Background: an optimization exercise with open tools, aiming at small area and a short achievable clock period. Do not read the settings as production practice.
At most, simulation tests tie the RTL to the original design; equivalence was not proved.
No functional check of the RTL was part of runs 1, 2 and 5.
Power figures rest on the tool's default switching activity, not on a simulated workload.

==> design/flow/design.v <==
`timescale 1ns/1ps
module fifo #(
    parameter N = 32,
    parameter depth = 3  
)(
    input wire clk,
    input wire reset,
    input wire wr_en,
    input wire rd_en,
    input [N-1:0] din,
    output reg [N-1:0] dout,
    output reg full,
    output wire empty
);
    localparam DEPTH = 2**depth;
    reg [depth-1:0] wr_ptr, rd_ptr;
    reg [N-1:0] mem [0:DEPTH-1];
    reg nfull, empty_i, empty_q_n;
    assign empty = ~empty_q_n;
    wire wr_fire_n = ~(wr_en & nfull);
    wire rd_fire_n = ~(rd_en & ~empty_i);
    wire wr_fire = ~wr_fire_n;
    wire rd_fire = ~rd_fire_n;
    wire [depth-1:0] wr_ptr_inc = {wr_ptr[2] ^ (wr_ptr[1] & wr_ptr[0]), wr_ptr[1] ^ wr_ptr[0], ~wr_ptr[0]};
    wire [depth-1:0] rd_ptr_inc = {rd_ptr[2] ^ (rd_ptr[1] & rd_ptr[0]), rd_ptr[1] ^ rd_ptr[0], ~rd_ptr[0]};
    wire [DEPTH-1:0] wsel, rsel;
    fifo_dec3 u_wdec (.en_n(wr_fire_n), .p(wr_ptr), .y(wsel));
    fifo_dec3 u_rdec (.en_n(rd_fire_n), .p(rd_ptr), .y(rsel));
    wire [N-1:0] dout_nx;
    wire [N-1:0] g0, g1, g2;
    genvar b;
    generate
        for (b = 0; b < N; b = b + 1) begin : rd
            fifo_aoi222 u0 (.a1(rsel[0]), .a2(mem[0][b]), .b1(rsel[1]), .b2(mem[1][b]),
                            .c1(rsel[2]), .c2(mem[2][b]), .y(g0[b]));
            fifo_aoi222 u1 (.a1(rsel[3]), .a2(mem[3][b]), .b1(rsel[4]), .b2(mem[4][b]),
                            .c1(rsel[5]), .c2(mem[5][b]), .y(g1[b]));
            fifo_aoi222 u2 (.a1(rsel[6]), .a2(mem[6][b]), .b1(rsel[7]), .b2(mem[7][b]),
                            .c1(rd_fire_n), .c2(dout[b]), .y(g2[b]));
            fifo_nand3 u3 (.a(g0[b]), .b(g1[b]), .c(g2[b]), .y(dout_nx[b]));
        end
    endgenerate
    integer i;
    always @(posedge clk) begin
        for (i = 0; i < DEPTH; i = i + 1)
            if (wsel[i])
                mem[i] <= din;
    end
    wire full_nx  = rd_fire_n & (~nfull  | (wr_fire & (wr_ptr_inc == rd_ptr)));
    wire empty_nx = wr_fire_n & (empty_i | (rd_fire & (rd_ptr_inc == wr_ptr)));
    always @(posedge clk or posedge reset) begin
        if (reset) begin
            wr_ptr <= 0;
            rd_ptr <= 0;
            dout   <= 0;
            full   <= 1'b0;
            empty_q_n <= 1'b0;
            nfull  <= 1'b1;
            empty_i <= 1'b1;
        end else begin
            if (wr_fire)
                wr_ptr <= wr_ptr_inc;
            if (rd_fire)
                rd_ptr <= rd_ptr_inc;
            dout   <= dout_nx;
            full   <= full_nx;
            empty_q_n <= ~empty_nx;
            nfull  <= ~full_nx;
            empty_i <= empty_nx;
        end
    end
endmodule
module fifo_aoi222 (
    input wire a1, a2, b1, b2, c1, c2,
    output wire y
);
    assign y = ~((a1 & a2) | (b1 & b2) | (c1 & c2));
endmodule
module fifo_nand3 (
    input wire a, b, c,
    output wire y
);
    assign y = ~(a & b & c);
endmodule
module fifo_dec3 (
    input wire en_n,
    input wire [2:0] p,
    output wire [7:0] y
);
    wire [2:0] pn;
    wire [3:0] lo_n;
    fifo_inv  i0 (.a(p[0]), .y(pn[0]));
    fifo_inv  i1 (.a(p[1]), .y(pn[1]));
    fifo_inv  i2 (.a(p[2]), .y(pn[2]));
    fifo_nand2 l0 (.a(pn[0]), .b(pn[1]), .y(lo_n[0]));
    fifo_nand2 l1 (.a(p[0]),  .b(pn[1]), .y(lo_n[1]));
    fifo_nand2 l2 (.a(pn[0]), .b(p[1]),  .y(lo_n[2]));
    fifo_nand2 l3 (.a(p[0]),  .b(p[1]),  .y(lo_n[3]));
    genvar k;
    generate
        for (k = 0; k < 4; k = k + 1) begin : o
            fifo_nor3 lo (.a(en_n), .b(lo_n[k]), .c(p[2]),  .y(y[k]));
            fifo_nor3 hi (.a(en_n), .b(lo_n[k]), .c(pn[2]), .y(y[k+4]));
        end
    endgenerate
endmodule
module fifo_nand2 (
    input wire a, b,
    output wire y
);
    assign y = ~(a & b);
endmodule
module fifo_nor3 (
    input wire a, b, c,
    output wire y
);
    assign y = ~(a | b | c);
endmodule
module fifo_inv (
    input wire a,
    output wire y
);
    assign y = ~a;
endmodule
==> design/flow/flow/run.sh <==
#!/bin/bash
# Own layout flow: the standard synthesis unchanged, then the standard ORFS
# layout with smaller port buffers and without the delay and oversized buffer cells.
set -euo pipefail

bash standard.sh synth > synth.log 2>&1

platform_dont_use="sky130_fd_sc_hd__probe_p_8 sky130_fd_sc_hd__probec_p_8 sky130_fd_sc_hd__lpflow_bleeder_1 sky130_fd_sc_hd__lpflow_clkbufkapwr_1 sky130_fd_sc_hd__lpflow_clkbufkapwr_16 sky130_fd_sc_hd__lpflow_clkbufkapwr_2 sky130_fd_sc_hd__lpflow_clkbufkapwr_4 sky130_fd_sc_hd__lpflow_clkbufkapwr_8 sky130_fd_sc_hd__lpflow_clkinvkapwr_1 sky130_fd_sc_hd__lpflow_clkinvkapwr_16 sky130_fd_sc_hd__lpflow_clkinvkapwr_2 sky130_fd_sc_hd__lpflow_clkinvkapwr_4 sky130_fd_sc_hd__lpflow_clkinvkapwr_8 sky130_fd_sc_hd__lpflow_decapkapwr_12 sky130_fd_sc_hd__lpflow_decapkapwr_3 sky130_fd_sc_hd__lpflow_decapkapwr_4 sky130_fd_sc_hd__lpflow_decapkapwr_6 sky130_fd_sc_hd__lpflow_decapkapwr_8 sky130_fd_sc_hd__lpflow_inputiso0n_1 sky130_fd_sc_hd__lpflow_inputiso0p_1 sky130_fd_sc_hd__lpflow_inputiso1n_1 sky130_fd_sc_hd__lpflow_inputiso1p_1 sky130_fd_sc_hd__lpflow_inputisolatch_1 sky130_fd_sc_hd__lpflow_isobufsrc_1 sky130_fd_sc_hd__lpflow_isobufsrc_16 sky130_fd_sc_hd__lpflow_isobufsrc_2 sky130_fd_sc_hd__lpflow_isobufsrc_4 sky130_fd_sc_hd__lpflow_isobufsrc_8 sky130_fd_sc_hd__lpflow_isobufsrckapwr_16 sky130_fd_sc_hd__lpflow_lsbuf_lh_hl_isowell_tap_1 sky130_fd_sc_hd__lpflow_lsbuf_lh_hl_isowell_tap_2 sky130_fd_sc_hd__lpflow_lsbuf_lh_hl_isowell_tap_4 sky130_fd_sc_hd__lpflow_lsbuf_lh_isowell_4 sky130_fd_sc_hd__lpflow_lsbuf_lh_isowell_tap_1 sky130_fd_sc_hd__lpflow_lsbuf_lh_isowell_tap_2 sky130_fd_sc_hd__lpflow_lsbuf_lh_isowell_tap_4"
extra_dont_use="sky130_fd_sc_hd__clkdlybuf4s* sky130_fd_sc_hd__dlygate* sky130_fd_sc_hd__dlymetal*"

bash standard.sh \
  "BUFFER_PORTS_ARGS=-buffer_cell sky130_fd_sc_hd__buf_1" \
  "DONT_USE_CELLS=$platform_dont_use $extra_dont_use" \
  finish > layout.log 2>&1
==> design/flow/standard.sh <==
#!/bin/bash
# synth_recipe.tcl (not shown) runs the flow's synth.tcl, then flattens the netlist and writes it again
# the make line also repeats each setting of config.mk as NAME=value (left out here)
make -C /OpenROAD-flow-scripts/flow DESIGN_CONFIG=/design/flow/config.mk WORK_HOME=/design/flow/orfs CLKGATE_MAP_FILE= SYNTH_SCRIPT=/design/flow/synth_recipe.tcl "${@:-finish}"
==> design/flow/config.mk <==
export PLATFORM = sky130hd
export DESIGN_NAME = fifo
export DESIGN_NICKNAME = fifo
export VERILOG_FILES = /design/flow/design.v
export SDC_FILE = /design/flow/constraint.sdc
export NUM_CORES = 4
export LEC_CHECK = 0
export CAP_MARGIN = 20
export CORE_MARGIN = 2
export CORE_UTILIZATION = 40
export CTS_CLUSTER_DIAMETER = 100
export CTS_CLUSTER_SIZE = 30
export SETUP_SLACK_MARGIN = 1.4
export SLEW_MARGIN = 20
export SYNTH_HIERARCHICAL = 1
export SYNTH_MINIMUM_KEEP_SIZE = 0
==> design/flow/constraint.sdc <==
create_clock -name core_clock -period 3.0 [get_ports {clk}]
set_input_delay 0.6000 -clock core_clock [delete_from_list [all_inputs] [get_ports {clk}]]
set_output_delay 0.6000 -clock core_clock [all_outputs]
set_load 0.01 [all_outputs]
==> Implementation_results.wiki, run 1 <==
{| class="wikitable"
! Metric !! Value
|-
| Area delta synth->final || 26.9%
|-
| Number of design-rule violations left by the first detailed-router iteration || approximately 1100
|-
| Maximum resistive drop on vdd || around 0.37 mV
|-
| Detailed placement HPWL || approximately 13000 µm
|-
| Number of nets produced by synthesis || between 500 and 600
|-
| Clock tree from TritonCTS || built
|-
| Inserted Diodes || 0
|-
| Wire length of the first global-routing pass || roughly 37000 µm
|-
| Number of hold-slack violations in the final timing report || 0
|-
| Number of antenna violations at the first check in global routing || 0
|-
| Fraction of the mapped netlist area in simple logic gates || roughly 3.9%
|-
| Main combinational cell family by area after synthesis || compound AO/OA/AOI/OAI gates
|-
| Pre-Repair DR Iteration Count || 6
|-
| Maximum clock insertion buffer count || 3
|-
| Die outline height || between 150 and 200 µm
|-
| Layout Nets || ~720
|-
| Clock buffers created by TritonCTS || 13
|-
| Max-slew violation total from the final report || 0
|-
| Final critical-path required period || approximately 1.8 ns
|-
| # setup viols final || 0
|-
| Routed length per instance || ~29 µm
|-
| Setup skew after layout || 0.0141 ns
|-
| Number of vias after detailed routing || ~6200
|-
| Netlist Area Pre-Place || 0.0103 mm²
|-
| Endpoint of the lowest-slack register-to-register path || dout[24]
|-
| Fill count || between 2000 and 2500
|-
| Syn Area/Cell || around 21 µm²
|-
| YS warnings || 9
|-
| Final cell utilization of the core || 51.8%
|-
| Sum of overflow across all layers after global routing || 0
|-
| Multiplexer fraction of the synthesized cell area || less than 1%
|-
| Slack of the worst reg-to-reg path || 1.19 ns
|-
| Data arrival, critical path || about 2.2 ns
|-
| Site row count || between 50 and 60
|-
| Largest net degree at the start of global routing || 33
|-
| Clock sinks || 298
|-
| Peak fanout along the critical path || 5
|-
| Unrepaired setup endpoints after global routing || yes
|-
| I/O pin total || 70
|-
| Critical path class || register to register
|-
| Clock share of power || between 15 and 20%
|-
| Vias per std cell || 6.08
|-
| H-tree depth || 1
|-
| Root Buffer || clkbuf_16
|-
| Number of global-route vias before repair || about 6000
|-
| Share of synthesized area occupied by flip-flops and latches || between 80% and 90%
|-
| Class of the most critical hold timing path || input pin to asynchronous set/reset pin
|-
| Standard cell core area || 0.0253 mm²
|-
| Required time of the worst setup path || about 3.4 ns
|-
| Largest cells by area after synthesis || edfxtp_1 (75%), dfrtp_1 (9.7%), a222oi_1 (9.3%)
|-
| Total DRC errors in the routed layout || 0
|-
| Port buffer count || between 60 and 70
|-
| R2r startpoint || empty_i
|-
| Global Route Usage Sum || between 10% and 20%
|-
| Synth Area in XOR/XNOR || 0.923%
|-
| Post-layout instance count excluding filler cells || slightly above 1000
|-
| Number of instances in the synthesized netlist || a little under 500
|-
| Count of state elements after synthesis || between 200 and 300
|-
| Fraction of the cycle the final worst path needs || roughly 60%
|-
| Compound-gate portion of the synthesized area || 9.67%
|-
| Final weighted congestion in routability-driven placement || just under 0.7
|-
| Aggregate routed wire length || approximately 30000 µm
|-
| Actual slew at the worst max-slew pin || ~0.58 ns
|-
| Clock insertion delay at the later pin of the skew report || ~0.50 ns
|-
| Die footprint || between 0.02 and 0.03 mm²
|-
| Count of unique library cells instantiated by Yosys || 21
|-
| Combinational group share of total power || between 30% and 40%
|-
| Placed insts || 910
|-
| Status || timing/DRC/antenna clean
|-
| Pwr/cell area || 847 mW/mm²
|-
| Worst Slack Setup Final || 1.19 ns
|-
| Switching component of the power || 3.40 mW
|-
| Cts hold-fix bufs || 0
|-
| MaxCap Viol Count || 0
|-
| Library cell occupying the most area in the post-synthesis netlist || edfxtp_1
|-
| Die Span X || between 150 and 200 µm
|-
| Post-synthesis share of cell area spent on full adders, half adders and majority gates || less than 1%
|-
| Leakage Power || approximately 4.4 nW
|-
| Clock transition time at the flip-flop clock pins of the worst setup and hold paths || roughly 0.11 ns
|-
| Number of nets still failing antenna checks after routing || 0
|-
| Peak Freq || approximately 0.55 GHz
|-
| Area fraction of the dominant cell type after synthesis || 74.6%
|-
| Internal power consumption || between 7 and 8 mW
|-
| Switching part of the total || 30.7%
|-
| Sequential group share of total power || 51.5%
|-
| Setup TNS || 0 ns
|-
| Effective utilization at floorplan || 40.8%
|-
| Worst Setup Start Kind || register
|-
| Setup slack after placement || 0.248 ns
|-
| Worst r2r path cells || 8
|-
| Worst setup EP type || register
|-
| Relative slew margins || 61.6%
|-
| Fraction of layout cells with a size suffix above 1 || roughly a quarter
|}
==> Yosys stat by module, one instance, submodules excluded, a selection <==
module | cell area, µm² | cells inside | flip-flops and latches
fifo | 8970 | 328 | 298
fifo_aoi222 | 10.0 | 1 | 0
fifo_inv | 3.75 | 1 | 0
fifo_nand2 | 3.75 | 1 | 0
fifo_nand3 | 5.00 | 1 | 0
fifo_nor3 | 10.0 | 1 | 0
==> flip-flops by register name, indices dropped and copies added, names as in the netlist <==
register   flops
mem          256
dout          32
rd_ptr         3
wr_ptr         3
empty_i        1
empty_q_n      1
full           1
nfull          1
==> placed cells by master (no fill, tap or decap), types with 2 or more instances in the layout <==
cell / n
xor2_1: 2
edfxtp_1: 256
clkbuf_1: 7
clkbuf_2: 15
nand2_1: 12
ha_1: 2
buf_4: 7
and2_1: 2
a222oi_1: 96
dfrtp_1: 34
nor3_4: 16
clkbuf_16: 29
buf_12: 15
buf_16: 6
buf_2: 9
inv_1: 6
dfrtp_2: 5
buf_1: 67
dfstp_2: 2
buf_6: 47
nand3_1: 33
xnor2_1: 7
==> metrics by stage <==
| stage | area (µm²) | power, mW | hold WS (ns) |
|---|---|---|---|
| 6_report | 13100 | 11.1 | 0.126 |
| 5_1_grt | 13100 | 11.5 | 0.174 |
| 4_1_cts | 12300 | 10.5 | 0.151 |
| 3_5_place_dp | 11300 | 8.02 | 0.460 |
| 3_3_place_gp | 11300 | 7.92 | 0.452 |
| 2_1_floorplan | 10400 | 7.07 | 0.447 |
==> metal layers <==
metal / wire length, µm / part of all wire (%) / GRT usage, % / vias to the layer above
li1: - / - / - / 2589
met1: 11200 / 38 / 25.4 / 3218
met2: 14300 / 49 / 32.3 / 362
met3: 2860 / 9.8 / 3.67 / 49
met4: 802 / 2.8 / 4.78 / 0
met5: 0 / 0 / 0 / -
==> cell families after synthesis <==
group                    after synthesis
AND/OR/NAND/NOR                       66
buffers and inverters                  9
AO/OA/AOI/OAI                        100
XOR/XNOR                              10
flip-flops                           298
adder cells (fa/ha/maj)                2
multiplexers                           1
==> worst max path at each step <==
stage / from / to / slack [ns]
after floorplan: rd_en / dout[0] / 0.99
after global placement: rd_en / dout[4] / 0.31
after detailed placement: rd_en / dout[5] / 0.25
after CTS: empty_i / dout[18] / 1.27
after global routing: empty_i / dout[9] / 1.13
final: empty_i / dout[24] / 1.19
==> synth_stat cells (all sizes together) <==
cell type  number
a222oi         96
a32o            1
a32oi           1
and2            2
dfrtp          40
dfstp           2
edfxtp        256
ha              2
inv             9
mux2            1
nand2          13
nand3          33
nand4           1
nor2b           1
nor3           16
o22a            1
o22ai           1
xnor2           7
xor2            3
==> power by group through the flow <==
stage,Combinational (mW),Clock (mW),Sequential [mW]
2_1_floorplan,1.27,0,5.80
4_1_cts,2.78,2.05,5.69
3_5_place_dp,2.19,0,5.83
5_1_grt,3.55,2.20,5.76
3_3_place_gp,2.13,0,5.79
6_report,3.34,2.03,5.71
==> critical path: stages (launching register included) <==
cell and delay [ns]:
dfstp_2 0.57, nor2b_4 0.07, inv_4 0.13, buf_16 0.13, nor3_4 0.05, buf_6 0.15
buf_16 0.13, a222oi_1 0.25, nand3_1 0.16
==> repair_timing <==
action,4_1_cts,5_1_grt
cloned,6,23
pin swaps,61,23
gates resized for setup,99,45
buffers inserted,44,18
endpoints found under the setup margin,326,304
==> layout make-up <==
class / count / area [µm²] / share of cell area [%]
inverters: 9 / 45.0 / 0.344
repair inverters: 1 / 6.26 / 0.0478
repair buffers: 183 / 1830 / 14.0
well taps: 330 / 413 / 3.16
multi-input cells: 180 / 1660 / 12.7
clock buffers: 21 / 365 / 2.79
flip-flops and latches: 298 / 8750 / 66.9
==> run 2: changes to the inputs <==
--- a/design/flow/flow/run.sh
+++ b/design/flow/flow/run.sh
@@ -9,6 +9,6 @@
 extra_dont_use="sky130_fd_sc_hd__clkdlybuf4s* sky130_fd_sc_hd__dlygate* sky130_fd_sc_hd__dlymetal*"
 
 bash standard.sh \
-  "BUFFER_PORTS_ARGS=-buffer_cell sky130_fd_sc_hd__buf_1" \
+  "BUFFER_PORTS_ARGS=-buffer_cell sky130_fd_sc_hd__buf_2" \
   "DONT_USE_CELLS=$platform_dont_use $extra_dont_use" \
   finish > layout.log 2>&1
--- a/design/flow/config.mk
+++ b/design/flow/config.mk
@@ -10,7 +10,7 @@
 export CORE_UTILIZATION = 40
 export CTS_CLUSTER_DIAMETER = 100
 export CTS_CLUSTER_SIZE = 30
-export SETUP_SLACK_MARGIN = 1.4
+export SETUP_SLACK_MARGIN = 1.3
 export SLEW_MARGIN = 20
 export SYNTH_HIERARCHICAL = 1
 export SYNTH_MINIMUM_KEEP_SIZE = 0
==> run 2 against run 1 <==
  * Still clean on timing, DRC and antenna
  * Via count down 8.7%
  * Critical path depth down 1
  * Synthesized cell count stayed put
  * First-iteration DRC count shrank 23%
  * Sequential share of layout area is 5.3 points higher
  * Non-clock buffer count is 62 lower
  * Largest power group unchanged
==> Implementation_results.wiki, run 2 <==
{| class="wikitable"
! Metric !! Value
|-
| Status || timing/DRC/antenna clean
|-
| # setup viols final || 0 (unchanged)
|-
| Clock sinks || 298 (unchanged)
|-
| Peak fanout along the critical path || 8 (+3)
|-
| Aggregate routed wire length || 24500 µm (-16%)
|-
| MaxCap Viol Count || 0 (unchanged)
|-
| Data arrival, critical path || 2.08 ns (-0.09 ns)
|-
| Most flops, register || mem
|-
| Pre-Repair DR Iteration Count || 6 (unchanged)
|-
| Pwr/cell area || 840 mW/mm² (-0.84%)
|-
| Peak-usage layer in the global routing report || met2
|-
| Setup TNS || 0 ns (unchanged)
|-
| Maximum clock insertion buffer count || 3 (unchanged)
|-
| Die footprint || 0.0271 mm² (unchanged)
|-
| Global Route met1 Usage || 25.2% (-0.20 points)
|-
| I/O pin total || 70 (unchanged)
|-
| Sum of overflow across all layers after global routing || 0 (unchanged)
|-
| Largest cells by area after synthesis || edfxtp_1 (75%), dfrtp_1 (9.7%), a222oi_1 (9.3%)
|-
| Routed length per instance || 25.6 µm (-10%)
|-
| Max-slew violation total from the final report || 0 (unchanged)
|-
| Worst Setup Start Kind || register
|-
| Met2 Resource Use GR || 31.1% (-1.2 points)
|-
| Effective utilization at floorplan || 40.8% (unchanged)
|-
| Number of nets still failing antenna checks after routing || 0 (unchanged)
|-
| Vias per std cell || 5.93 (-2.6%)
|-
| Library cell occupying the most area in the post-synthesis netlist || edfxtp_1
|-
| Number of antenna violations at the first check in global routing || 1 (+1)
|-
| Port buffer count || 69 (unchanged)
|-
| Largest net degree at the start of global routing || 33 (unchanged)
|-
| Number of vias after detailed routing || 5679 (-8.7%)
|-
| Standard cell core area || 0.0253 mm² (unchanged)
|-
| Clock tree from TritonCTS || built
|-
| Asr flop ratio synth || 14.1% (unchanged)
|-
| Inserted Diodes || 0 (unchanged)
|-
| Actual slew at the worst max-slew pin || 0.434 ns (-0.141 ns)
|-
| Count of state elements after synthesis || 298 (unchanged)
|-
| Die outline height || 164 µm (unchanged)
|-
| Netlist Area Pre-Place || 0.0103 mm² (unchanged)
|-
| Area fraction of the dominant cell type after synthesis || 74.6% (unchanged)
|-
| Clock buffers created by TritonCTS || 13 (unchanged)
|-
| Slack of the worst reg-to-reg path || 1.27 ns (+0.08 ns)
|-
| Share of synthesized area occupied by flip-flops and latches || 84.9% (unchanged)
|-
| Die Span X || 164 µm (unchanged)
|-
| Clock transition time at the flip-flop clock pins of the worst setup and hold paths || 0.11 ns (about the same)
|-
| Fraction of layout cells with a size suffix above 1 || 23.2% (-0.31 points)
|-
| Endpoint of the lowest-slack register-to-register path || dout[4]
|-
| Detailed placement HPWL || 12700 µm (-1.0%)
|-
| Most common cell after layout, fill and taps aside || edfxtp_1
|-
| Number of global-route vias before repair || 5764 (-4.2%)
|-
| R2r startpoint || empty_i
|-
| Relative slew margins || 71.0% (+9.4 points)
|-
| Final weighted congestion in routability-driven placement || 0.671 (-2.8%)
|-
| Most instantiated flip-flop cell in the synthesis netlist || edfxtp_1
|-
| Largest register FFs || 256 (unchanged)
|-
| Area delta synth->final || 17.5%
|-
| Fill count || 2110 (+5.4%)
|-
| Commonest cells after routing, fill and taps aside || edfxtp_1 (256), a222oi_1 (96), buf_2 (72), dfrtp_1 (37), nand3_1 (33)
|-
| Site row count || 58 (unchanged)
|-
| Worst setup EP type || register
|-
| Final critical-path required period || 1.73 ns (-0.0775 ns)
|-
| YS warnings || 9 (unchanged)
|-
| Total DRC errors in the routed layout || 0 (unchanged)
|-
| Launch point of the worst path || empty_i
|-
| Fraction of the cycle the final worst path needs || 57.8% (-2.6 points)
|-
| Clock insertion delay at the later pin of the skew report || 0.48 ns (-0.02 ns)
|-
| Unrepaired setup endpoints after global routing || yes
|-
| Hold slack final || 0.0964 ns (-0.0301 ns)
|-
| Peak Freq || 0.577 GHz (+4.5%)
|-
| Class of the most critical hold timing path || input pin to asynchronous set/reset pin
|-
| Worst r2r path cells || 7 (-1)
|-
| Leading registers by flop count || mem (256), dout (32)
|-
| Most used standard cell by instance count after synthesis || edfxtp_1
|-
| Root Buffer || clkbuf_16
|-
| Number of synthesized flops with an enable pin || 256 (unchanged)
|-
| Placed instance area || 0.0114 mm² (+0.90%)
|-
| H-tree depth || 1 (unchanged)
|-
| Commonest cells in the netlist || edfxtp_1 (256), a222oi_1 (96), dfrtp_1 (40), nand3_1 (33), nor3_2 (16)
|-
| Number of instances in the synthesized netlist || 486 (unchanged)
|-
| Count of unique library cells instantiated by Yosys || 21 (unchanged)
|-
| Number of nets produced by synthesis || 524 (unchanged)
|-
| Leakage Power || 4.11 nW (-7.5%)
|-
| Layout Nets || 661 (-8.7%)
|-
| Final cell utilization of the core || 47.9% (-3.8 points)
|-
| Wire length of the first global-routing pass || 36100 µm (-3.4%)
|-
| Met3 Resource Use GR || 2.71% (-0.95 points)
|-
| Syn Area/Cell || 21.2 µm² (unchanged)
|-
| Post-Layout Inst Area || 0.0121 mm² (-7.4%)
|-
| Maximum resistive drop on vdd || 0.422 mV (+15%)
|-
| Setup skew after layout || 0.0138 ns (-0.000236 ns)
|-
| Required time of the worst setup path || 3.35 ns (about the same)
|-
| Critical path class || register to register
|-
| Number of hold-slack violations in the final timing report || 0 (unchanged)
|-
| Number of design-rule violations left by the first detailed-router iteration || 878 (-23%)
|-
| Global Route Usage Sum || 18.2% (-0.78 points)
|}
## run 2: changes by cell type in the layout (fill, tap and decap cells not counted), moves of 2 or more
cell / delta
buf_1: -51
buf_12: -5
buf_16: -6
buf_2: +63
buf_4: -3
buf_6: -32
clkbuf_16: -14
clkbuf_2: -15
dfrtp_1: +3
dfrtp_2: -2
## run 2: Yosys stat by module (local to each module, per instance), excerpt
module / area [µm²] / cells / flops+latches
fifo: 8970 / 328 / 298
fifo_aoi222: 10.0 / 1 / 0
fifo_inv: 3.75 / 1 / 0
fifo_nand2: 3.75 / 1 / 0
fifo_nand3: 5.00 / 1 / 0
fifo_nor3: 10.0 / 1 / 0
## run 2: what timing repair did
item,CTS,global route
resized for setup,39,15
hold buffers,0,0
cloned,1,2
setup buffers,14,11
pin swaps,19,33
setup endpoints to repair,290,158
## run 2: report_power, final
part	internal, mW	switching (mW)
registers	5.33	0.340
logic	0.986	1.56
clock network	0.820	1.14
total	7.13	3.04
## run 2: cell families after synthesis
group / after synthesis / share of synthesized area [%]
buffers and inverters: 9 / 0.328
adder cells (fa/ha/maj): 2 / 0.243
AO/OA/AOI/OAI: 100 / 9.67
flip-flops: 298 / 84.9
multiplexers: 1 / 0.109
AND/OR/NAND/NOR: 66 / 3.87
XOR/XNOR: 10 / 0.923
## run 2: worst max-delay path by stage
stage | endpoint | slack [ns] | depth (start not counted)
floorplan | dout[0] | 0.99 | 5
global placement | dout[10] | 0.50 | 7
detailed placement | dout[0] | 0.48 | 7
CTS | dout[4] | 1.28 | 7
global route | dout[8] | 1.19 | 7
finish | dout[4] | 1.27 | 7
## run 2: through the flow
step	cells	setup slack (ns)	total power [mW]
finish	958	1.27	10.2
global route	958	1.19	10.6
CTS	945	1.28	10.1
detailed placement	910	0.480	8.09
global placement	910	0.504	8.00
floorplan	486	0.987	7.07
## run 2: final cells by class
type | count | area, µm² | share of cell area [%]
Clock inverter | 1 | 3.75 | 0.0310
Clock buffer | 19 | 348 | 2.87
Timing Repair Buffer | 121 | 900 | 7.43
Tap cell | 330 | 413 | 3.41
Sequential cell | 298 | 8740 | 72.2
Inverter | 9 | 41.3 | 0.341
Multi-Input combinational cell | 179 | 1650 | 13.6
Timing Repair inverter | 1 | 6.26 | 0.0517
## run 2: worst max-delay path: stages (launching register included)
cell       delay, ns
dfstp_2         0.57
nor2b_4         0.07
inv_8           0.11
nor3_4          0.05
buf_6           0.15
clkbuf_16       0.18
a222oi_1        0.34
nand3_1         0.12
## run 2: routing by layer
layer,share of wire [%],wire length (µm),vias to the layer above
li1,-,-,2458
met1,41,10000,2946
met2,50,12200,249
met3,7.7,1880,24
met4,1.6,402,2
met5,0.053,13,-
==> run 3: changes to the inputs <==
--- a/design/flow/design.v
+++ b/design/flow/design.v
@@ -15,10 +15,10 @@
     localparam DEPTH = 2**depth;
     reg [depth-1:0] wr_ptr, rd_ptr;
     reg [N-1:0] mem [0:DEPTH-1];
-    reg nfull, empty_i, empty_q_n;
-    assign empty = ~empty_q_n;
-    wire wr_fire_n = ~(wr_en & nfull);
-    wire rd_fire_n = ~(rd_en & ~empty_i);
+    reg nempty;
+    assign empty = ~nempty;
+    wire wr_fire_n = ~(wr_en & ~full);
+    wire rd_fire_n = ~(rd_en & nempty);
     wire wr_fire = ~wr_fire_n;
     wire rd_fire = ~rd_fire_n;
     wire [depth-1:0] wr_ptr_inc = {wr_ptr[2] ^ (wr_ptr[1] & wr_ptr[0]), wr_ptr[1] ^ wr_ptr[0], ~wr_ptr[0]};
@@ -46,17 +46,15 @@
             if (wsel[i])
                 mem[i] <= din;
     end
-    wire full_nx  = rd_fire_n & (~nfull  | (wr_fire & (wr_ptr_inc == rd_ptr)));
-    wire empty_nx = wr_fire_n & (empty_i | (rd_fire & (rd_ptr_inc == wr_ptr)));
+    wire full_nx  = rd_fire_n & (full | (wr_fire & (wr_ptr_inc == rd_ptr)));
+    wire empty_nx = wr_fire_n & (~nempty | (rd_fire & (rd_ptr_inc == wr_ptr)));
     always @(posedge clk or posedge reset) begin
         if (reset) begin
             wr_ptr <= 0;
             rd_ptr <= 0;
             dout   <= 0;
             full   <= 1'b0;
-            empty_q_n <= 1'b0;
-            nfull  <= 1'b1;
-            empty_i <= 1'b1;
+            nempty <= 1'b0;
         end else begin
             if (wr_fire)
                 wr_ptr <= wr_ptr_inc;
@@ -64,9 +62,7 @@
                 rd_ptr <= rd_ptr_inc;
             dout   <= dout_nx;
             full   <= full_nx;
-            empty_q_n <= ~empty_nx;
-            nfull  <= ~full_nx;
-            empty_i <= empty_nx;
+            nempty <= ~empty_nx;
         end
     end
 endmodule
--- a/design/flow/flow/run.sh
+++ b/design/flow/flow/run.sh
@@ -9,6 +9,6 @@
 extra_dont_use="sky130_fd_sc_hd__clkdlybuf4s* sky130_fd_sc_hd__dlygate* sky130_fd_sc_hd__dlymetal*"
 
 bash standard.sh \
-  "BUFFER_PORTS_ARGS=-buffer_cell sky130_fd_sc_hd__buf_2" \
+  "BUFFER_PORTS_ARGS=-buffer_cell sky130_fd_sc_hd__buf_1" \
   "DONT_USE_CELLS=$platform_dont_use $extra_dont_use" \
   finish > layout.log 2>&1
==> run 3 against run 2 <==
  * Setup slack improved by 0.010 ns
  * Hold slack improved by 0.072 ns
  * Clock power rose by 5%
  * Area after synthesis fell by 0.73%
  * Final cell count rose by 0.84%
  * Via count rose by 0.79%
  * Synthesized cell count fell by 0.82%
  * Sequential cell count fell by 2
  * Die area fell by 0.71%
  * Fmax rose by 0.60%
  * Global-route usage fell by 0.54 points
  * Count of clock-buffer cells in the layout did not move
  * Critical path type is now register to output port
==> Implementation_results.wiki, run 3 <==
{| class="wikitable"
! Metric !! Value
|-
| Status || timing/DRC/antenna clean
|-
| Met2 Resource Use GR || 30.0% (-1.1 points)
|-
| Fraction of the cycle the final worst path needs || 57.4% (-0.34 points)
|-
| Class of the most critical hold timing path || input pin to asynchronous set/reset pin
|-
| # setup viols final || 0 (unchanged)
|-
| Final weighted congestion in routability-driven placement || 0.751 (+12%)
|-
| Largest register FFs || 256 (unchanged)
|-
| Setup TNS || 0 ns (unchanged)
|-
| Number of synthesized flops with an enable pin || 256 (unchanged)
|-
| Count of unique library cells instantiated by Yosys || 15 (-29%)
|-
| Pre-Repair DR Iteration Count || 6 (unchanged)
|-
| Number of design-rule violations left by the first detailed-router iteration || 1118 (+27%)
|-
| Sum of overflow across all layers after global routing || 0 (unchanged)
|-
| Data arrival, critical path || 1.12 ns (-0.96 ns)
|-
| Clock buffers created by TritonCTS || 13 (unchanged)
|-
| Global Route met1 Usage || 24.2% (-0.97 points)
|-
| I/O pin total || 70 (unchanged)
|-
| Launch point of the worst path || nempty
|-
| MaxCap Viol Count || 0 (unchanged)
|-
| Placed instance area || 0.0112 mm² (-1.6%)
|-
| Fraction of layout cells with a size suffix above 1 || 17.3% (-5.9 points)
|-
| Site row count || 58 (unchanged)
|-
| Final critical-path required period || 1.72 ns (-0.0103 ns)
|-
| Setup skew after layout || 0.0257 ns (+0.0119 ns)
|-
| Internal power consumption || 7.19 mW (+0.73%)
|-
| Number of nets produced by synthesis || 520 (-0.76%)
|-
| Required time of the worst setup path || 2.40 ns (-0.95 ns)
|-
| YS warnings || 9 (unchanged)
|-
| Largest net degree at the start of global routing || 33 (unchanged)
|-
| Relative slew margins || 55.4% (-16 points)
|-
| Global Route Usage Sum || 17.7% (-0.54 points)
|-
| Max-slew violation total from the final report || 0 (unchanged)
|-
| Most common cell after layout, fill and taps aside || edfxtp_1
|-
| Clock share of power || 20.0% (+0.7 points)
|-
| Peak fanout along the critical path || 4 (-4)
|-
| Standard cell core area || 0.0251 mm² (-0.57%)
|-
| Final cell utilization of the core || 48.4% (+0.48 points)
|-
| Leakage Power || 3.98 nW (-3.0%)
|-
| Maximum resistive drop on vdd || 0.430 mV (+1.8%)
|-
| Commonest cells after routing, fill and taps aside || edfxtp_1 (256), a222oi_1 (96), buf_1 (73), nand3_1 (35), dfrtp_1 (32)
|-
| Vias per std cell || 5.93 (about the same)
|-
| Pwr/cell area || 847 mW/mm² (+0.77%)
|-
| Worst Setup Start Kind || register
|-
| Library cell occupying the most area in the post-synthesis netlist || edfxtp_1
|-
| Switching component of the power || 3.11 mW (+2.3%)
|-
| Clock tree from TritonCTS || built
|-
| Port buffer count || 69 (unchanged)
|-
| Aggregate routed wire length || 25000 µm (+2.2%)
|-
| H-tree depth || 1 (unchanged)
|-
| Cts hold-fix bufs || 0 (unchanged)
|-
| Peak-usage layer in the global routing report || met2
|-
| Number of global-route vias before repair || 5613 (-2.6%)
|-
| Number of antenna violations at the first check in global routing || 2 (+1)
|-
| Number of vias after detailed routing || 5724 (+0.79%)
|-
| Critical path class || register to output port
|-
| Switching part of the total || 30.2% (+0.32 points)
|-
| Most used standard cell by instance count after synthesis || edfxtp_1
|-
| Commonest cells in the netlist || edfxtp_1 (256), a222oi_1 (96), dfrtp_1 (40), nand3_1 (35), nor3_2 (16)
|-
| Clock sinks || 296 (-0.67%)
|-
| Die outline height || 164 µm (-0.36%)
|-
| Root Buffer || clkbuf_16
|-
| Count of state elements after synthesis || 296 (-0.67%)
|-
| Number of nets still failing antenna checks after routing || 0 (unchanged)
|-
| Largest cells by area after synthesis || edfxtp_1 (75%), dfrtp_1 (9.8%), a222oi_1 (9.4%)
|-
| Number of hold-slack violations in the final timing report || 0 (unchanged)
|-
| Share of synthesized area occupied by flip-flops and latches || 85.0% (+0.11 points)
|-
| Combinational group share of total power || 25.1% (about the same)
|-
| Most instantiated flip-flop cell in the synthesis netlist || edfxtp_1
|-
| Die Span X || 164 µm (-0.36%)
|-
| R2r startpoint || full
|-
| Clock transition time at the flip-flop clock pins of the worst setup and hold paths || 0.11 ns (about the same)
|-
| Post-Layout Inst Area || 0.0122 mm² (+0.41%)
|-
| Actual slew at the worst max-slew pin || 0.668 ns (+0.233 ns)
|-
| Unrepaired setup endpoints after global routing || yes
|-
| Routed length per instance || 25.9 µm (+1.3%)
|-
| Leading registers by flop count || mem (256), dout (32)
|-
| Fill count || 2077 (-1.6%)
|-
| Area fraction of the dominant cell type after synthesis || 75.2% (+0.55 points)
|-
| Most flops, register || mem
|-
| Netlist Area Pre-Place || 0.0102 mm² (-0.73%)
|-
| Detailed placement HPWL || 12500 µm (-1.5%)
|-
| Total DRC errors in the routed layout || 0 (unchanged)
|-
| Effective utilization at floorplan || 40.7% (-0.063 points)
|-
| Number of instances in the synthesized netlist || 482 (-0.82%)
|-
| Clock insertion delay at the later pin of the skew report || 0.49 ns (about the same)
|-
| Wire length of the first global-routing pass || 35000 µm (-3.2%)
|-
| Asr flop ratio synth || 13.5% (-0.58 points)
|-
| Maximum clock insertion buffer count || 3 (unchanged)
|-
| Syn Area/Cell || 21.2 µm² (about the same)
|-
| Met3 Resource Use GR || 3.03% (+0.32 points)
|-
| Peak Freq || 0.581 GHz (+0.60%)
|-
| Die footprint || 0.0269 mm² (-0.71%)
|-
| Worst setup EP type || output port
|-
| Layout Nets || 668 (+1.1%)
|-
| Area delta synth->final || 18.9%
|-
| Sequential group share of total power || 54.9% (-0.8 points)
|}
==> run 3: cell count changes in the layout (fill, tap and decap cells not counted), moves of 4 or more <==
cell	previous run	this run
buf_1	16	73
buf_2	72	12
clkbuf_16	15	19
clkbuf_2	0	7
dfrtp_1	37	32
dfrtp_2	3	8
nand2_1	12	8
nand2_2	0	5
==> run 3: cells by family (layout without fill, tap and decap cells) <==
group / Yosys count / count (layout) / synth area share [%]
AO/OA/AOI/OAI: 98 / 98 / 9.57
XOR/XNOR: 10 / 10 / 0.857
adder cells (fa/ha/maj): 2 / 2 / 0.245
buffers and inverters: 9 / 160 / 0.330
flip-flops: 296 / 296 / 85.0
multiplexers: 1 / 1 / 0.110
other: 0 / 1 / 0
AND/OR/NAND/NOR: 66 / 68 / 3.93
==> run 3: Yosys stat by module, one instance, submodules excluded, a selection <==
module / times used / cells inside / flip-flops and latches / area, µm²
fifo_nand2: 8 / 1 / 0 / 3.75
fifo_aoi222: 96 / 1 / 0 / 10.0
fifo: 1 / 324 / 296 / 8890
fifo_nand3: 32 / 1 / 0 / 5.00
fifo_inv: 6 / 1 / 0 / 3.75
fifo_nor3: 16 / 1 / 0 / 10.0
==> run 3: metal layers <==
layer | vias up | share of wire (%)
met5 | - | 0.052
met4 | 2 | 1.1
met3 | 23 | 9.0
met2 | 281 | 49
met1 | 2957 | 41
li1 | 2461 | -
==> run 3: worst paths after layout <==
check	cells after the start	to	slack, ns
setup / recovery	2	empty	1.28
hold / removal	2	dout[23]	0.17
setup reg to reg	4	mem[5][8]	1.30
hold reg to reg	2	dout[7]	0.47
max in group asynchronous	3	dout[4]	2.16
min in group core_clock	3	full	0.41
==> run 3: power groups by stage <==
stage	logic [mW]	registers [mW]	clock network [mW]
after floorplan	1.23	5.75	0
after global placement	2.06	5.77	0
after detailed placement	2.12	5.79	0
after CTS	2.34	5.65	2.08
after global routing	2.80	5.70	2.23
final	2.59	5.65	2.06
==> run 3: final cells by class <==
| type | instances | area, µm² | share of cell area (%) |
|---|---|---|---|
| sequential | 296 | 8700 | 71.6 |
| timing repair buffer | 131 | 958 | 7.88 |
| antenna | 1 | 2.50 | 0.0206 |
| clock inverter | 1 | 30.0 | 0.247 |
| clock buffer | 19 | 348 | 2.86 |
| multi-input combinational | 179 | 1660 | 13.7 |
| inverter | 9 | 42.5 | 0.350 |
| tap | 330 | 413 | 3.40 |
==> run 3: timing repair <==
action	in CTS	in global routing
resized for setup	42	23
endpoints found under the setup margin	290	268
pin swaps	4	10
gates cloned	2	8
buffers inserted	10	21
==> run 3: worst max-delay path, stage by stage, from the launching register on <==
cell	delay, ns
dfrtp_2	0.47
inv_2	0.07
buf_6	0.09
==> run 3: through the flow <==
stage	cells	worst slack, ns	power [mW]	hold WS (ns)
after global routing	965	1.24	10.7	0.218
after global placement	904	0.706	7.83	0.451
after floorplan	482	0.762	6.98	0.447
after detailed placement	904	0.642	7.91	0.461
after CTS	936	1.27	10.1	0.186
final	966	1.28	10.3	0.168
==> run 4: changes to the inputs <==
--- a/design/flow/flow/run.sh
+++ b/design/flow/flow/run.sh
@@ -9,6 +9,6 @@
 extra_dont_use="sky130_fd_sc_hd__clkdlybuf4s* sky130_fd_sc_hd__dlygate* sky130_fd_sc_hd__dlymetal*"
 
 bash standard.sh \
-  "BUFFER_PORTS_ARGS=-buffer_cell sky130_fd_sc_hd__buf_1" \
+  "BUFFER_PORTS_ARGS=-buffer_cell sky130_fd_sc_hd__buf_2" \
   "DONT_USE_CELLS=$platform_dont_use $extra_dont_use" \
   finish > layout.log 2>&1
==> run 4 against run 3 <==
  * Combinational power shrank 3%
  * Via count grew 0.12%
  * Largest cell class unchanged
  * Still clean on timing, DRC and antenna
  * Clock skew is essentially flat
  * Sequential share of layout area grew 0.41 points
  * Routed wire length grew 0.20%
  * First-iteration DRC count shrank 15%
  * Critical path depth is the same
==> Implementation_results.wiki, run 4 <==
{| class="wikitable"
! Metric !! Value
|-
| Die Span X || 164 µm (unchanged)
|-
| Peak fanout along the critical path || 3 (-1)
|-
| Switching part of the total || 30.0% (-0.22 points)
|-
| Sum of overflow across all layers after global routing || 0 (unchanged)
|-
| Commonest cells in the netlist || edfxtp_1 (256), a222oi_1 (96), dfrtp_1 (40), nand3_1 (35), nor3_2 (16)
|-
| Clock share of power || 20.1% (about the same)
|-
| Largest register FFs || 256 (unchanged)
|-
| Leading registers by flop count || mem (256), dout (32)
|-
| Number of nets produced by synthesis || 520 (unchanged)
|-
| Count of state elements after synthesis || 296 (unchanged)
|-
| Combinational group share of total power || 24.6% (-0.5 points)
|-
| Library cell occupying the most area in the post-synthesis netlist || edfxtp_1
|-
| # setup viols final || 0 (unchanged)
|-
| Unrepaired setup endpoints after global routing || yes
|-
| Most instantiated flip-flop cell in the synthesis netlist || edfxtp_1
|-
| Number of global-route vias before repair || 5627 (+0.25%)
|-
| Area delta synth->final || 18.2%
|-
| Total DRC errors in the routed layout || 0 (unchanged)
|-
| Effective utilization at floorplan || 40.7% (unchanged)
|-
| Clock transition time at the flip-flop clock pins of the worst setup and hold paths || 0.11 ns (about the same)
|-
| Final cell utilization of the core || 48.1% (-0.29 points)
|-
| Maximum resistive drop on vdd || 0.400 mV (-6.9%)
|-
| Setup skew after layout || 0.0256 ns (-0.000104 ns)
|-
| Die outline height || 164 µm (unchanged)
|-
| Fill count || 2109 (+1.5%)
|-
| Routed length per instance || 26.2 µm (+1.0%)
|-
| Layout Nets || 660 (-1.2%)
|-
| Status || timing/DRC/antenna clean
|-
| Area fraction of the dominant cell type after synthesis || 75.2% (unchanged)
|-
| Number of instances in the synthesized netlist || 482 (unchanged)
|-
| Most used standard cell by instance count after synthesis || edfxtp_1
|-
| Most flops, register || mem
|-
| Count of unique library cells instantiated by Yosys || 15 (unchanged)
|-
| Root Buffer || clkbuf_16
|-
| Max-slew violation total from the final report || 0 (unchanged)
|-
| Required time of the worst setup path || 2.40 ns (about the same)
|-
| Actual slew at the worst max-slew pin || 0.518 ns (-0.150 ns)
|-
| Largest net degree at the start of global routing || 32 (-3.0%)
|-
| Wire length of the first global-routing pass || 36500 µm (+4.5%)
|-
| Final weighted congestion in routability-driven placement || 0.726 (-3.2%)
|-
| Share of synthesized area occupied by flip-flops and latches || 85.0% (unchanged)
|-
| Clock tree from TritonCTS || built
|-
| Detailed placement HPWL || 13700 µm (+9.2%)
|-
| Pre-Repair DR Iteration Count || 7 (+1)
|-
| Asr flop ratio synth || 13.5% (unchanged)
|-
| I/O pin total || 70 (unchanged)
|-
| Maximum clock insertion buffer count || 3 (unchanged)
|-
| Clock insertion delay at the later pin of the skew report || 0.49 ns (about the same)
|-
| Final critical-path required period || 1.72 ns (-0.00277 ns)
|-
| Worst setup EP type || output port
|-
| Global Route Usage Sum || 18.7% (+0.97 points)
|-
| Die footprint || 0.0269 mm² (unchanged)
|-
| Relative slew margins || 65.4% (+10 points)
|-
| Standard cell core area || 0.0251 mm² (unchanged)
|-
| Site row count || 58 (unchanged)
|-
| Data arrival, critical path || 1.12 ns (about the same)
|-
| Commonest cells after routing, fill and taps aside || edfxtp_1 (256), a222oi_1 (96), buf_2 (70), nand3_1 (35), dfrtp_1 (35)
|-
| Number of hold-slack violations in the final timing report || 0 (unchanged)
|-
| Most common cell after layout, fill and taps aside || edfxtp_1
|-
| Number of nets still failing antenna checks after routing || 0 (unchanged)
|-
| Area occupied by registers || 0.00869 mm² (about the same)
|-
| Clock sinks || 296 (unchanged)
|-
| Inserted Diodes || 0 (-1)
|-
| Hold slack final || 0.124 ns (-0.0448 ns)
|-
| Clock buffers created by TritonCTS || 13 (unchanged)
|-
| Vias per std cell || 5.98 (+0.96%)
|-
| Peak Freq || 0.581 GHz (+0.16%)
|-
| Class of the most critical hold timing path || input pin to asynchronous set/reset pin
|-
| Setup TNS || 0 ns (unchanged)
|-
| Leakage Power || 4.09 nW (+2.7%)
|-
| Port buffer count || 69 (unchanged)
|-
| Netlist Area Pre-Place || 0.0102 mm² (unchanged)
|-
| Number of synthesized flops with an enable pin || 256 (unchanged)
|-
| Aggregate routed wire length || 25100 µm (+0.20%)
|-
| Largest cells by area after synthesis || edfxtp_1 (75%), dfrtp_1 (9.8%), a222oi_1 (9.4%)
|-
| Syn Area/Cell || 21.2 µm² (unchanged)
|-
| H-tree depth || 1 (unchanged)
|-
| Number of antenna violations at the first check in global routing || 2 (unchanged)
|-
| Switching component of the power || 3.07 mW (-1.2%)
|-
| Cts hold-fix bufs || 0 (unchanged)
|-
| Number of design-rule violations left by the first detailed-router iteration || 951 (-15%)
|-
| YS warnings || 9 (unchanged)
|-
| Fraction of layout cells with a size suffix above 1 || 24.7% (+7.4 points)
|-
| Internal power consumption || 7.17 mW (-0.15%)
|-
| Fraction of the cycle the final worst path needs || 57.3% (-0.092 points)
|-
| Sequential group share of total power || 55.3% (+0.4 points)
|-
| Worst Setup Start Kind || register
|-
| Multi-input gate area in the final layout || 0.00166 mm² (-0.30%)
|-
| Pwr/cell area || 848 mW/mm² (+0.15%)
|-
| Number of vias after detailed routing || 5731 (+0.12%)
|-
| MaxCap Viol Count || 0 (unchanged)
|-
| Critical path class || register to output port
|}
==> run 4: cell counts after synthesis <==
Identical to the previous run, type by type.
==> run 4: kinds of logic (layout without fill, tap and decap cells) <==
group	after synthesis	in the layout	share of synthesized area, %
mux	1	1	0.110
fa+ha+maj	2	2	0.245
compound gates	98	98	9.57
flops	296	296	85.0
buf+inv	9	153	0.330
xor+xnor	10	10	0.857
simple gates	66	68	3.93
==> run 4: layout make-up <==
type / count / share of cell area (%)
clock buffers: 20 / 2.91
clock inverters: 1 / 0.249
inverters: 9 / 0.373
multi-input cells: 179 / 13.7
flip-flops and latches: 296 / 72.0
well taps: 330 / 3.42
repair buffers: 123 / 7.36
==> run 4: metrics by stage <==
step	cells	cell area [µm²]	power, mW	worst slack (ns)
6_report	958	12100	10.2	1.28
5_1_grt	958	12100	10.7	1.23
4_1_cts	940	11900	10.2	1.24
3_5_place_dp	912	11300	8.02	0.721
3_3_place_gp	912	11300	7.93	0.801
2_1_floorplan	482	10300	6.98	0.762
==> run 4: final timing paths <==
kind | startpoint | to | slack (ns) | cells after the start
max reg2reg | full | mem[1][0] | 1.30 | 5
max | nempty | empty | 1.28 | 2
min | reset | dout[9] | 0.12 | 2
min reg2reg | mem[7][27] | dout[27] | 0.47 | 2
max in group asynchronous | reset | dout[2] | 2.19 | 3
min in group core_clock | din[21] | mem[0][21] | 0.37 | 1
==> run 4: critical path, cell delays in order (launching register included) <==
cell and delay [ns]:
dfrtp_2 0.47, inv_2 0.07, buf_6 0.09
==> run 4: per-module statistics from Yosys (local to each module, per instance), excerpt <==
module | times used | cells inside
fifo_nand3 | 32 | 1
fifo_nand2 | 8 | 1
fifo_aoi222 | 96 | 1
fifo | 1 | 324
fifo_inv | 6 | 1
fifo_nor3 | 16 | 1
==> run 4: metal layers <==
| metal | share of wire [%] | routed length [µm] | up-vias | GRT usage [%] |
|---|---|---|---|---|
| met3 | 9.0 | 2260 | 37 | 2.75 |
| li1 | - | - | 2448 | - |
| met4 | 2.0 | 499 | 4 | 4.98 |
| met1 | 41 | 10300 | 2954 | 26.2 |
| met5 | 0.11 | 27 | - | 0 |
| met2 | 48 | 12000 | 288 | 30.7 |
==> run 4: power groups by stage <==
stage	logic [mW]	clock network, mW	registers [mW]
6_report	2.52	2.06	5.67
4_1_cts	2.39	2.12	5.66
3_5_place_dp	2.24	0	5.79
3_3_place_gp	2.17	0	5.75
5_1_grt	2.73	2.25	5.73
2_1_floorplan	1.23	0	5.75
==> run 4: what timing repair did <==
item / CTS / global route
hold endpoints to repair: 0 / 0
pin swaps: 2 / 7
setup endpoints to repair: 290 / 280
setup buffers: 5 / 16
gates resized for setup: 45 / 27
gates cloned: 2 / 2
==> run 5: changes to the inputs <==
--- a/design/flow/design.v
+++ b/design/flow/design.v
@@ -10,14 +10,13 @@
     input [N-1:0] din,
     output reg [N-1:0] dout,
     output reg full,
-    output wire empty
+    output reg empty
 );
     localparam DEPTH = 2**depth;
     reg [depth-1:0] wr_ptr, rd_ptr;
     reg [N-1:0] mem [0:DEPTH-1];
-    reg nempty;
-    assign empty = ~nempty;
-    wire wr_fire_n = ~(wr_en & ~full);
+    reg nfull, nempty;
+    wire wr_fire_n = ~(wr_en & nfull);
     wire rd_fire_n = ~(rd_en & nempty);
     wire wr_fire = ~wr_fire_n;
     wire rd_fire = ~rd_fire_n;
@@ -46,7 +45,7 @@
             if (wsel[i])
                 mem[i] <= din;
     end
-    wire full_nx  = rd_fire_n & (full | (wr_fire & (wr_ptr_inc == rd_ptr)));
+    wire full_nx  = rd_fire_n & (~nfull  | (wr_fire & (wr_ptr_inc == rd_ptr)));
     wire empty_nx = wr_fire_n & (~nempty | (rd_fire & (rd_ptr_inc == wr_ptr)));
     always @(posedge clk or posedge reset) begin
         if (reset) begin
@@ -54,6 +53,8 @@
             rd_ptr <= 0;
             dout   <= 0;
             full   <= 1'b0;
+            empty  <= 1'b1;
+            nfull  <= 1'b1;
             nempty <= 1'b0;
         end else begin
             if (wr_fire)
@@ -62,6 +63,8 @@
                 rd_ptr <= rd_ptr_inc;
             dout   <= dout_nx;
             full   <= full_nx;
+            empty  <= empty_nx;
+            nfull  <= ~full_nx;
             nempty <= ~empty_nx;
         end
     end
==> design/flow/run.sh (new file) <==
#!/bin/bash
# synth_recipe.tcl (not shown) runs the flow's synth.tcl, then flattens the netlist and writes it again
# the make line also repeats each setting of config.mk as NAME=value (left out here)
make -C /OpenROAD-flow-scripts/flow DESIGN_CONFIG=/design/flow/config.mk WORK_HOME=/design/flow/orfs CLKGATE_MAP_FILE= SYNTH_SCRIPT=/design/flow/synth_recipe.tcl finish
--- a/design/flow/config.mk
+++ b/design/flow/config.mk
@@ -8,9 +8,7 @@
 export CAP_MARGIN = 20
 export CORE_MARGIN = 2
 export CORE_UTILIZATION = 40
-export CTS_CLUSTER_DIAMETER = 100
-export CTS_CLUSTER_SIZE = 30
-export SETUP_SLACK_MARGIN = 1.3
+export SETUP_SLACK_MARGIN = 1.2
 export SLEW_MARGIN = 20
 export SYNTH_HIERARCHICAL = 1
 export SYNTH_MINIMUM_KEEP_SIZE = 0
removed: design/flow/flow/run.sh
removed: design/flow/standard.sh
==> run 5 against run 4 <==
  * Clock power increased by 68%
  * Critical endpoint is now dout[19]
  * Total power decreased by 21%
  * Sequential cell count increased by 2
  * Non-clock buffer count decreased by 21
  * Routed wire length decreased by 3.7%
  * Sequential power decreased by 21%
  * Highest routed layer is now met4
  * Global-route usage decreased by 0.61 points
==> Implementation_results.wiki, run 5 <==
{| class="wikitable"
! Metric !! Value
|-
| Status || timing/DRC/antenna clean
|-
| Internal power consumption || 6.55 mW (-8.7%)
|-
| Pwr Total || 8.07 mW (-21%)
|-
| Number of synthesized flops with an enable pin || 256 (unchanged)
|-
| Final weighted congestion in routability-driven placement || 0.728 (+0.18%)
|-
| Max-slew violation total from the final report || 0 (unchanged)
|-
| Commonest cells in the netlist || edfxtp_1 (256), a222oi_1 (96), dfrtp_1 (40), nand3_1 (34), nor3_2 (16)
|-
| Data arrival, critical path || 1.17 ns (+0.05 ns)
|-
| Clock insertion delay at the later pin of the skew report || 0.55 ns (+0.06 ns)
|-
| Pwr/cell area || 632 mW/mm² (-26%)
|-
| Asr flop ratio synth || 14.1% (+0.58 points)
|-
| Switching component of the power || 1.52 mW (-51%)
|-
| Inserted Diodes || 0 (unchanged)
|-
| Root Buffer || clkbuf_16
|-
| Syn Area/Cell || 21.4 µm² (+0.84%)
|-
| Class of the most critical hold timing path || register to register
|-
| Clock sinks || 298 (+0.68%)
|-
| Leakage Power || 4.46 nW (+9.0%)
|-
| MaxCap Viol Count || 0 (unchanged)
|-
| Number of vias after detailed routing || 5715 (-0.28%)
|-
| Ordered cell list for the critical path || clkdlybuf4s15_1
|-
| Actual slew at the worst max-slew pin || 0.707 ns (+0.189 ns)
|-
| Site row count || 58 (unchanged)
|-
| Worst setup EP type || output port
|-
| Number of antenna violations at the first check in global routing || 0 (-2)
|-
| HP Start || mem[1][21]
|-
| YS warnings || 9 (unchanged)
|-
| Number of global-route vias before repair || 5878 (+4.5%)
|-
| Top metal layer carrying routed signals || met4
|-
| Port buffer count || 69 (unchanged)
|-
| Largest net degree at the start of global routing || 43 (+34%)
|-
| Peak fanout along the critical path || 2 (-1)
|-
| Fraction of the cycle the final worst path needs || 59.1% (+1.8 points)
|-
| Fraction of layout cells with a size suffix above 1 || 20.2% (-4.5 points)
|-
| Number of design-rule violations left by the first detailed-router iteration || 846 (-11%)
|-
| Endpoint of the lowest-slack register-to-register path || dout[31]
|-
| Number of nets still failing antenna checks after routing || 0 (unchanged)
|-
| Combinational group share of total power || 1.3% (-23 points)
|-
| Total DRC errors in the routed layout || 0 (unchanged)
|-
| Multi-input gate area in the final layout || 0.00169 mm² (+1.8%)
|-
| Slack of the worst reg-to-reg path || 1.28 ns (-0.02 ns)
|-
| Largest register FFs || 256 (unchanged)
|-
| Share of synthesized area occupied by flip-flops and latches || 84.8% (-0.20 points)
|-
| Relative slew margins || 52.9% (-13 points)
|-
| Clock transition time at the flip-flop clock pins of the worst setup and hold paths || 0.06 ns (-0.05 ns)
|-
| Library cell occupying the most area in the post-synthesis netlist || edfxtp_1
|-
| Layout Nets || 654 (-0.91%)
|-
| Count of buffer and inverter cells on the critical path || 1 (-1)
|-
| Pre-Repair DR Iteration Count || 7 (unchanged)
|-
| Detailed placement HPWL || 12300 µm (-9.9%)
|-
| Most flops, register || mem
|-
| Clock buffers created by TritonCTS || 29 (+16)
|-
| Most common cell after layout, fill and taps aside || edfxtp_1
|-
| WL met1 || 10000 µm (-2.8%)
|-
| Peak Freq || 0.564 GHz (-3.1%)
|-
| Maximum clock insertion buffer count || 3 (unchanged)
|-
| Number of instances in the synthesized netlist || 482 (unchanged)
|-
| H-tree depth || 1 (unchanged)
|-
| Unrepaired setup endpoints after global routing || no
|-
| Commonest cells after routing, fill and taps aside || edfxtp_1 (256), a222oi_1 (96), dfrtp_1 (36), nand3_1 (34), clkdlybuf4s50_1 (34)
|-
| Effective utilization at floorplan || 40.8% (+0.11 points)
|-
| CP peak stage delay || 0.39 ns (-0.08 ns)
|-
| Maximum resistive drop on vdd || 0.333 mV (-17%)
|-
| Number of nets produced by synthesis || 520 (unchanged)
|-
| R2r startpoint || rd_ptr[2]
|-
| Worst Hold Path EP || dout[21]
|-
| Max stage delay cell, worst path || dfrtp_1
|-
| Required time of the worst setup path || 2.40 ns (about the same)
|-
| Number of hold-slack violations in the final timing report || 0 (unchanged)
|-
| Worst Setup Start Kind || register
|-
| Critical path class || register to output port
|-
| Worst r2r path cells || 5 (unchanged)
|-
| Cts hold-fix bufs || 0 (unchanged)
|-
| Switching part of the total || 18.8% (-11 points)
|-
| Setup TNS || 0 ns (unchanged)
|-
| Area occupied by registers || 0.00875 mm² (+0.59%)
|-
| Most instantiated flip-flop cell in the synthesis netlist || edfxtp_1
|-
| Routed length per instance || 24.9 µm (-4.8%)
|-
| Sequential group share of total power || 55.8% (+0.5 points)
|-
| Die outline height || 165 µm (+0.41%)
|-
| Global Route Usage Sum || 18.1% (-0.61 points)
|-
| Area delta synth->final || 23.9%
|-
| Total length of routed met2 wires || 11900 µm (-0.68%)
|-
| Count of unique library cells instantiated by Yosys || 17 (+2)
|-
| Standard cell core area || 0.0253 mm² (+0.58%)
|-
| Top Family by Delay on Critical Path || flip-flops
|-
| Met3 Wirelength || 1690 µm (-25%)
|-
| Final critical-path required period || 1.77 ns (+0.0542 ns)
|-
| Area fraction of the dominant cell type after synthesis || 74.5% (-0.63 points)
|-
| Sum of overflow across all layers after global routing || 0 (unchanged)
|-
| Netlist Area Pre-Place || 0.0103 mm² (+0.84%)
|-
| Aggregate routed wire length || 24100 µm (-3.7%)
|-
| Die footprint || 0.0271 mm² (+0.83%)
|-
| Hold Crit Depth || 2
|-
| Leading registers by flop count || mem (256), dout (32)
|-
| # setup viols final || 0 (unchanged)
|-
| Fill count || 2064 (-2.1%)
|-
| Most used standard cell by instance count after synthesis || edfxtp_1
|-
| Die Span X || 165 µm (+0.41%)
|-
| Vias per std cell || 5.90 (-1.4%)
|-
| Clock tree from TritonCTS || built
|-
| Count of state elements after synthesis || 298 (+0.68%)
|-
| I/O pin total || 70 (unchanged)
|-
| Clock share of power || 42.9% (+23 points)
|-
| Setup skew after layout || 0.0160 ns (-0.00965 ns)
|-
| Largest cells by area after synthesis || edfxtp_1 (75%), dfrtp_1 (9.7%), a222oi_1 (9.3%)
|-
| Wire length of the first global-routing pass || 36100 µm (-1.2%)
|}
## run 5: repair_timing
item / 4_1_cts / 5_1_grt
pin swaps: 1 / 1
cloned: 1 / 0
gates resized for setup: 100 / 21
endpoints found under the setup margin: 66 / 62
hold endpoints to repair: 0 / 0
setup buffers: 8 / 2
## run 5: worst max-delay path by stage
stage | startpoint | to | slack (ns) | depth (start not counted)
detailed placement | rd_en | dout[31] | 0.46 | 6
CTS | dout[0] | dout[0] | 1.20 | 1
global placement | rd_en | dout[31] | 0.46 | 6
floorplan | wr_ptr[2] | mem[6][0] | 0.99 | 2
finish | dout[19] | dout[19] | 1.23 | 1
global route | dout[4] | dout[4] | 1.20 | 1
## run 5: final cells by class
| class | count | share of cell area (%) |
|---|---|---|
| Clock buffer | 47 | 6.60 |
| Clock inverter | 7 | 0.597 |
| Inverter | 7 | 0.235 |
| Multi-Input combinational cell | 178 | 13.2 |
| Sequential cell | 298 | 68.4 |
| Tap cell | 330 | 3.23 |
| Timing Repair Buffer | 102 | 7.67 |
## run 5: metal layers
metal / track usage (%) / up-vias
met4: 5.26 / 0
met5: 0 / -
met2: 30.5 / 236
met1: 24.6 / 2957
met3: 2.51 / 39
li1: - / 2483
## run 5: kinds of logic after synthesis
group / Yosys count / synth area share, %
XOR/XNOR: 9 / 1.03
buffers and inverters: 7 / 0.255
AO/OA/AOI/OAI: 104 / 9.92
adder cells (fa/ha/maj): 2 / 0.243
flip-flops: 298 / 84.8
multiplexers: 2 / 0.218
AND/OR/NAND/NOR: 60 / 3.57
## run 5: power groups by stage
stage	Sequential [mW]	Combinational (mW)	Clock (mW)
6_report	4.50	0.107	3.46
3_3_place_gp	4.59	0.102	0
5_1_grt	4.50	0.117	3.68
2_1_floorplan	4.59	0.00945	0
3_5_place_dp	4.59	0.108	0
4_1_cts	4.50	0.109	3.52
## run 5: stage by stage
step	instance area (µm²)	utilization, %	hold slack [ns]	setup slack, ns	instances
finish	12800	50.6	0.466	1.23	969
global route	12800	50.6	0.496	1.20	969
CTS	12800	50.8	0.471	1.20	967
detailed placement	11900	47.1	0.458	0.464	904
global placement	11900	47.1	0.453	0.459	904
floorplan	10400	-	0.447	0.989	482
## run 5: worst register-to-register path, cell delays in order, from the launching register on
cell and delay (ns):
dfrtp_2 0.52, clkinvlp_4 0.22, nor3_4 0.07, buf_12 0.17, a222oi_1 0.48, nand3_1 0.14
## run 5: Yosys stat by module (local to each module, per instance), a selection
module       copies in the design  cells
fifo_inv                        6      1
fifo_nand3                     32      1
fifo_nor3                      16      1
fifo_aoi222                    96      1
fifo_nand2                      8      1
fifo                            1    324

-- port drivers added, routing unchanged --
The results above use ideal ports. As a check the final layouts listed here were re-extracted and re-timed, cells and wires unchanged. Step 1: set_driving_cell puts a clkbuf_16 on clk and a buf_2 on each other input, an assumption about the parent block. Step 2 also shifts input and output timing later by t, the mid clock arrival at the registers, as if the neighbouring blocks saw the same clock. Three values: no drivers, after step 1, after step 2; two values: the first two.
| run | t, ns | setup WS [ns] | worst hold slack (ns) | latest minus earliest clock arrival (ns) | worst slew at a driven data input, ns |
|---|---|---|---|---|---|
| run 1 | 0.540 | 1.190 / 1.190 / 0.880 | 0.126 / 0.098 / 0.486 | 0.016 / 0.016 | 0.07 |
| run 2 | 0.523 | 1.267 / 1.267 / 1.000 | 0.096 / 0.072 / 0.473 | 0.018 / 0.018 | 0.06 |
| run 3 | 0.530 | 1.277 / 1.227 / 0.930 | 0.168 / 0.139 / 0.469 | 0.026 / 0.025 | 0.07 |
| run 4 | 0.532 | 1.280 / 1.230 / 0.917 | 0.124 / 0.095 / 0.471 | 0.028 / 0.027 | 0.07 |
| run 5 | 0.591 | 1.226 / 1.179 / 0.680 | 0.466 / 0.466 / 0.466 | 0.018 / 0.019 | 0.07 |
After both steps setup and hold are still met in every run listed. For run 5, which loses most, drivers alone change the setup slack by -0.047 ns; drivers and shift together by -0.546 ns.
